From an optimization exercise on the open Yosys and OpenROAD flow, aimed at small area; shortcuts taken in it are not production practice.
Where RTL was checked, it was by simulation tests only, not by an equivalence proof against the original.
Power is estimated from default activity; no workload was simulated.

==> flow/design.v <==
module data_syn(
    input logic clk_i,
    input logic rst_n_i,
    input logic data_i,
    output logic pos_edge_o
);
logic [3:0] data;
assign pos_edge_o = data[2] & ~data[3];
always_ff @(posedge clk_i or negedge rst_n_i)
begin
    if (!rst_n_i) begin
        data <= 4'b0000;
    end else begin
        data <= {data[2:0], data_i};
    end
end
endmodule
module edge2en(
    input logic clk_i,
    input logic rst_n_i,
    input logic data_i,
    output logic pos_edge_o
);
logic data_a, data_b;
assign pos_edge_o = ~data_b & data_a;
always_ff @(posedge clk_i or negedge rst_n_i)
begin
    if (!rst_n_i) begin
        data_a <= 1'b0;
        data_b <= 1'b0;
    end else begin
        data_a <= data_i;
        data_b <= data_a;
    end
end
endmodule
module startup #(
    parameter int W = 32
) (
    input logic clk_i,
    input logic rst_n_i,
    input logic  [4:0] gate_sync_i,
    input logic [W-1:0] gate_shift_i,
    output logic [4:0] gate_en_o
);
logic  [4:0] gate_en;
logic [W-1:0] gate_cnt;
logic        gate_next;
logic        gate_done;
assign gate_en_o = gate_en;
edge2en gate_next_en(
    .clk_i(clk_i),
    .rst_n_i(rst_n_i),
    .data_i(gate_done & (gate_en == gate_sync_i)),
    .pos_edge_o(gate_next)
);
always_ff @(posedge clk_i or negedge rst_n_i)
begin
    if (!rst_n_i) begin
        gate_en   <= 5'b00000;
        gate_cnt  <= {W{1'b0}};
        gate_done <= 1'b0;
    end else begin
        gate_en   <= gate_next ? {gate_en[3:0], (gate_sync_i != 5'b01111)} : gate_en;
        gate_cnt  <= gate_next ? {W{1'b0}} : gate_cnt + 1'b1;
        gate_done <= gate_next ? 1'b0 : (gate_cnt == gate_shift_i) ? 1'b1 : gate_done;
    end
end
endmodule
module measure #(
    parameter int W = 32
) (
    input logic clk_i,
    input logic rst_n_i,
    input logic sig_clk_p_i,
    input logic         gate_en_i,
    input logic [W-1:0] gate_total_i,
    output logic           reg_wr_en_o,
    output logic [2*W-1:0] reg_wr_data_o,
    output logic gate_sync_o
);
logic gate_sync;
logic [1:0] close_st;
logic         gate_en;
logic [W-1:0] gate_cnt;
logic [W-1:0] sig_clk_cnt;
logic [W-1:0] ref_clk_cnt;
logic reg_wr_en;
assign reg_wr_en = close_st[1] & ~close_st[0];
assign reg_wr_en_o = reg_wr_en;
assign reg_wr_data_o = {ref_clk_cnt, sig_clk_cnt};
assign gate_sync_o = gate_sync;
always_ff @(posedge clk_i or negedge rst_n_i)
begin
    if (!rst_n_i) begin
        gate_en   <= 1'b0;
        gate_sync <= 1'b0;
        close_st <= 2'b00;
    end else begin
        if (gate_sync) begin
            gate_en   <= (gate_cnt == gate_total_i) ? 1'b0 : gate_en;
            gate_sync <= ~(sig_clk_p_i & ~gate_en);
        end else begin
            gate_en   <= gate_en_i;
            gate_sync <= sig_clk_p_i & gate_en;
        end
        close_st[0] <= gate_sync | (close_st[0] & ~close_st[1]);
        close_st[1] <= ~gate_sync & close_st[0];
    end
end
logic cnt_clr;
assign cnt_clr = ~(gate_sync | close_st[0]);
always_ff @(posedge clk_i)
begin
    gate_cnt    <= gate_sync ? gate_cnt + 1'b1 : {W{1'b0}};
    sig_clk_cnt <= cnt_clr ? {W{1'b0}} : sig_clk_cnt + (sig_clk_p_i & gate_sync);
    ref_clk_cnt <= cnt_clr ? {W{1'b0}} : ref_clk_cnt + gate_sync;
end
endmodule
`timescale 1ns / 1ps
module axi_dfm_v1_0(
    input logic s_axi_aclk,
    input logic s_axi_aresetn,
    input  logic [31:0] s_axi_awaddr,
    input  logic        s_axi_awvalid,
    output logic        s_axi_awready,
    input  logic [31:0] s_axi_wdata,
    input  logic        s_axi_wvalid,
    output logic        s_axi_wready,
    output logic s_axi_bvalid,
    input  logic s_axi_bready,
    input  logic [31:0] s_axi_araddr,
    input  logic        s_axi_arvalid,
    output logic        s_axi_arready,
    output logic [31:0] s_axi_rdata,
    output logic        s_axi_rvalid,
    input  logic        s_axi_rready,
    input  logic signal_in,
    output logic signal_done
);
localparam int W = 16;
logic [4:0] gate_en;
logic [4:0] gate_sync;
logic [W-1:0] gate_shift;
logic [W-1:0] gate_total;
logic         sig_clk_p;
logic     [4:0] raw_wr_en;
logic [2*W-1:0] raw_wr_data[5];
logic           reg_wr_en;
logic [2*W-1:0] reg_wr_data;
logic [2*W-1:0] reg_rd_data;
logic           wr_valid;
logic           rd_valid;
logic  [W-1:0] rdata;
assign s_axi_awready = s_axi_aresetn && s_axi_awvalid && (!s_axi_bvalid || s_axi_bready);
assign s_axi_wready  = s_axi_aresetn && s_axi_wvalid  && (!s_axi_bvalid || s_axi_bready);
assign s_axi_arready = s_axi_aresetn && s_axi_arvalid && (!s_axi_rvalid || s_axi_rready);
assign s_axi_rdata = {{(32-W){1'b0}}, rdata};
assign signal_done = reg_wr_en;
always_ff @(posedge s_axi_aclk or negedge s_axi_aresetn)
begin
    if (!s_axi_aresetn) begin
        gate_shift <= {W{1'b0}};
        gate_total <= {W{1'b0}};
        rd_valid <= 1'b0;
        s_axi_bvalid <= 1'b0;
        s_axi_rvalid <= 1'b0;
    end else begin
        if (s_axi_awready) begin
            case (s_axi_awaddr[7:0])
                8'h00:
                    gate_shift <= s_axi_wdata[W-1:0];
                8'h04:
                    gate_total <= s_axi_wdata[W-1:0];
                default:
                    rd_valid <= wr_valid;
            endcase
        end
        s_axi_bvalid <= (s_axi_bvalid & ~s_axi_bready) | s_axi_awready;
        s_axi_rvalid <= (s_axi_rvalid & ~s_axi_rready) | s_axi_arready;
    end
end
always_ff @(posedge s_axi_aclk)
begin
    if (s_axi_awready && s_axi_awaddr[7:0] != 8'h00 && s_axi_awaddr[7:0] != 8'h04)
        reg_rd_data <= reg_wr_data;
end
always_ff @(posedge s_axi_aclk)
begin
    if (!s_axi_rvalid || s_axi_rready) begin
        case (s_axi_araddr[7:0])
            8'h00:
                rdata <= gate_shift;
            8'h04:
                rdata <= gate_total;
            8'h08:
                rdata <= rd_valid ? reg_rd_data[W-1:0] : {W{1'b0}};
            8'h0C:
                rdata <= rd_valid ? reg_rd_data[2*W-1:W] : {W{1'b0}};
            default:
                rdata <= {W{1'b0}};
        endcase
    end
end
data_syn sig_clk_syn(
    .clk_i(s_axi_aclk),
    .rst_n_i(s_axi_aresetn),
    .data_i(signal_in),
    .pos_edge_o(sig_clk_p)
);
startup #(.W(W)) startup(
    .clk_i(s_axi_aclk),
    .rst_n_i(s_axi_aresetn),
    .gate_sync_i(gate_sync),
    .gate_shift_i(gate_shift),
    .gate_en_o(gate_en)
);
genvar i;
generate
    for (i = 0; i < 5; i = i + 1) begin: measure_block
        measure #(.W(W)) measure(
            .clk_i(s_axi_aclk),
            .rst_n_i(s_axi_aresetn),
            .sig_clk_p_i(sig_clk_p),
            .gate_en_i(gate_en[i]),
            .gate_total_i(gate_total),
            .reg_wr_en_o(raw_wr_en[i]),
            .reg_wr_data_o(raw_wr_data[i]),
            .gate_sync_o(gate_sync[i])
        );
    end
endgenerate
logic [2*W-1:0] wr_data;
always_comb
begin
    wr_data = {(2*W){1'b0}};
    for (int k = 0; k < 5; k = k + 1)
        wr_data = wr_data | (raw_wr_data[k] & {(2*W){raw_wr_en[k]}});
end
logic wr_multi;
assign wr_multi = (raw_wr_en[0] & (|raw_wr_en[4:1])) | (raw_wr_en[1] & (|raw_wr_en[4:2]))
                | (raw_wr_en[2] & (|raw_wr_en[4:3])) | (raw_wr_en[3] & raw_wr_en[4]);
always_ff @(posedge s_axi_aclk or negedge s_axi_aresetn)
begin
    if (!s_axi_aresetn) begin
        reg_wr_en <= 1'b0;
        wr_valid  <= 1'b0;
    end else begin
        reg_wr_en <= |raw_wr_en;
        if ((|raw_wr_en) && !wr_multi)
            wr_valid <= 1'b1;
    end
end
always_ff @(posedge s_axi_aclk)
begin
    if ((|raw_wr_en) && !wr_multi)
        reg_wr_data <= wr_data;
end
endmodule
==> flow/config.mk <==
export PLATFORM = sky130hd
export DESIGN_NAME = axi_dfm_v1_0
export DESIGN_NICKNAME = axi_dfm_v1_0
export VERILOG_FILES = /design/flow/design.v
export SDC_FILE = /design/flow/constraint.sdc
export NUM_CORES = 4
export LEC_CHECK = 0
export CAP_MARGIN = 20
export CORE_MARGIN = 2
export CORE_UTILIZATION = 40
export PLACE_DENSITY = 0.6
export SLEW_MARGIN = 20
==> flow/constraint.sdc <==
create_clock -name core_clock -period 5.0 [get_ports {s_axi_aclk}]
set_input_delay 1.0000 -clock core_clock [delete_from_list [all_inputs] [get_ports {s_axi_aclk}]]
set_output_delay 1.0000 -clock core_clock [all_outputs]
set_load 0.01 [all_outputs]
standard.sh (not shown) runs the stock make flow with config.mk's settings and CLKGATE_MAP_FILE= SYNTH_SCRIPT=/design/flow/synth_recipe.tcl, a recipe that flattens the netlist after the stock synthesis.
==> flow/flow/run.sh <==
#!/bin/bash
# Standard ORFS layout with smaller port buffers and a clock tree without dummy loads.
set -euo pipefail
export BUFFER_PORTS_ARGS="-buffer_cell sky130_fd_sc_hd__buf_1"
export CTS_ARGS="-sink_clustering_enable -repair_clock_nets -dont_use_dummy_load -sink_clustering_size 30 -sink_clustering_max_diameter 100"
bash standard.sh finish > flow_make.log 2>&1
The baseline finished with timing, DRC and antenna clean.
Rerun with:
--- a/flow/design.v
+++ b/flow/design.v
@@ -54,6 +54,14 @@
     .data_i(gate_done & (gate_en == gate_sync_i)),
     .pos_edge_o(gate_next)
 );
+logic [W-1:0] gate_cnt_c;
+assign gate_cnt_c[0] = 1'b1;
+genvar k;
+generate
+    for (k = 1; k < W; k = k + 1) begin: carry
+        assign gate_cnt_c[k] = gate_cnt_c[k-1] & gate_cnt[k-1];
+    end
+endgenerate
 always_ff @(posedge clk_i or negedge rst_n_i)
 begin
     if (!rst_n_i) begin
@@ -62,7 +70,7 @@
         gate_done <= 1'b0;
     end else begin
         gate_en   <= gate_next ? {gate_en[3:0], (gate_sync_i != 5'b01111)} : gate_en;
-        gate_cnt  <= gate_next ? {W{1'b0}} : gate_cnt + 1'b1;
+        gate_cnt  <= gate_next ? {W{1'b0}} : gate_cnt ^ gate_cnt_c;
         gate_done <= gate_next ? 1'b0 : (gate_cnt == gate_shift_i) ? 1'b1 : gate_done;
     end
 end
@@ -110,11 +118,27 @@
 end
 logic cnt_clr;
 assign cnt_clr = ~(gate_sync | close_st[0]);
+logic [W-1:0] gate_cnt_c, sig_clk_cnt_c, ref_clk_cnt_c;
+logic [W-1:0] gate_cnt_n, sig_clk_cnt_n, ref_clk_cnt_n;
+assign gate_cnt_c[0]    = 1'b1;
+assign sig_clk_cnt_c[0] = sig_clk_p_i & gate_sync;
+assign ref_clk_cnt_c[0] = gate_sync;
+genvar k;
+generate
+    for (k = 1; k < W; k = k + 1) begin: carry
+        assign gate_cnt_c[k]    = gate_cnt_c[k-1]    & gate_cnt[k-1];
+        assign sig_clk_cnt_c[k] = sig_clk_cnt_c[k-1] & sig_clk_cnt[k-1];
+        assign ref_clk_cnt_c[k] = ref_clk_cnt_c[k-1] & ref_clk_cnt[k-1];
+    end
+endgenerate
+assign gate_cnt_n    = gate_cnt    ^ gate_cnt_c;
+assign sig_clk_cnt_n = sig_clk_cnt ^ sig_clk_cnt_c;
+assign ref_clk_cnt_n = ref_clk_cnt ^ ref_clk_cnt_c;
 always_ff @(posedge clk_i)
 begin
-    gate_cnt    <= gate_sync ? gate_cnt + 1'b1 : {W{1'b0}};
-    sig_clk_cnt <= cnt_clr ? {W{1'b0}} : sig_clk_cnt + (sig_clk_p_i & gate_sync);
-    ref_clk_cnt <= cnt_clr ? {W{1'b0}} : ref_clk_cnt + gate_sync;
+    gate_cnt    <= gate_sync ? gate_cnt_n : {W{1'b0}};
+    sig_clk_cnt <= cnt_clr ? {W{1'b0}} : sig_clk_cnt_n;
+    ref_clk_cnt <= cnt_clr ? {W{1'b0}} : ref_clk_cnt_n;
 end
 endmodule
 `timescale 1ns / 1ps
Effect: Via count decreases by a quarter to a third. Total power falls slightly. Design area is lower by a few percent. Maximum frequency came out lower by about a fifth. Global-route usage shrinks by 1.6 points. First-iteration DRC count fell by well over a third.
Function not checked in the first run of this note: the RTL went through the layout flow alone.

-- re-timing with driven ports --
How much do the figures lean on ideal ports? The routed layouts below were timed once more, with nothing changed but the port constraints.
Step 1, drivers: a clkbuf_16 drives s_axi_aclk and a buf_2 each remaining input, both assumed.
Step 2, shift: input delay + t, output delay - t, t = (earliest + latest rising clock arrival at the registers) / 2. This alone moves slack from input paths to output paths.
Three values: ideal, step 1, step 2; two values: the first two.
| run | t (ns) | setup slack, ns | slew at the worst register clock pin (ns) |
|---|---|---|---|
| the first run | 0.578 | 1.823 / 1.798 / 1.753 | 0.12 / 0.12 |
| the second run | 0.581 | 0.952 / 0.952 / 0.952 | 0.12 / 0.12 |
After both steps setup and hold are still met in every run listed. For the first run, which loses most, drivers alone change the setup slack by -0.025 ns; drivers and shift together by -0.070 ns.
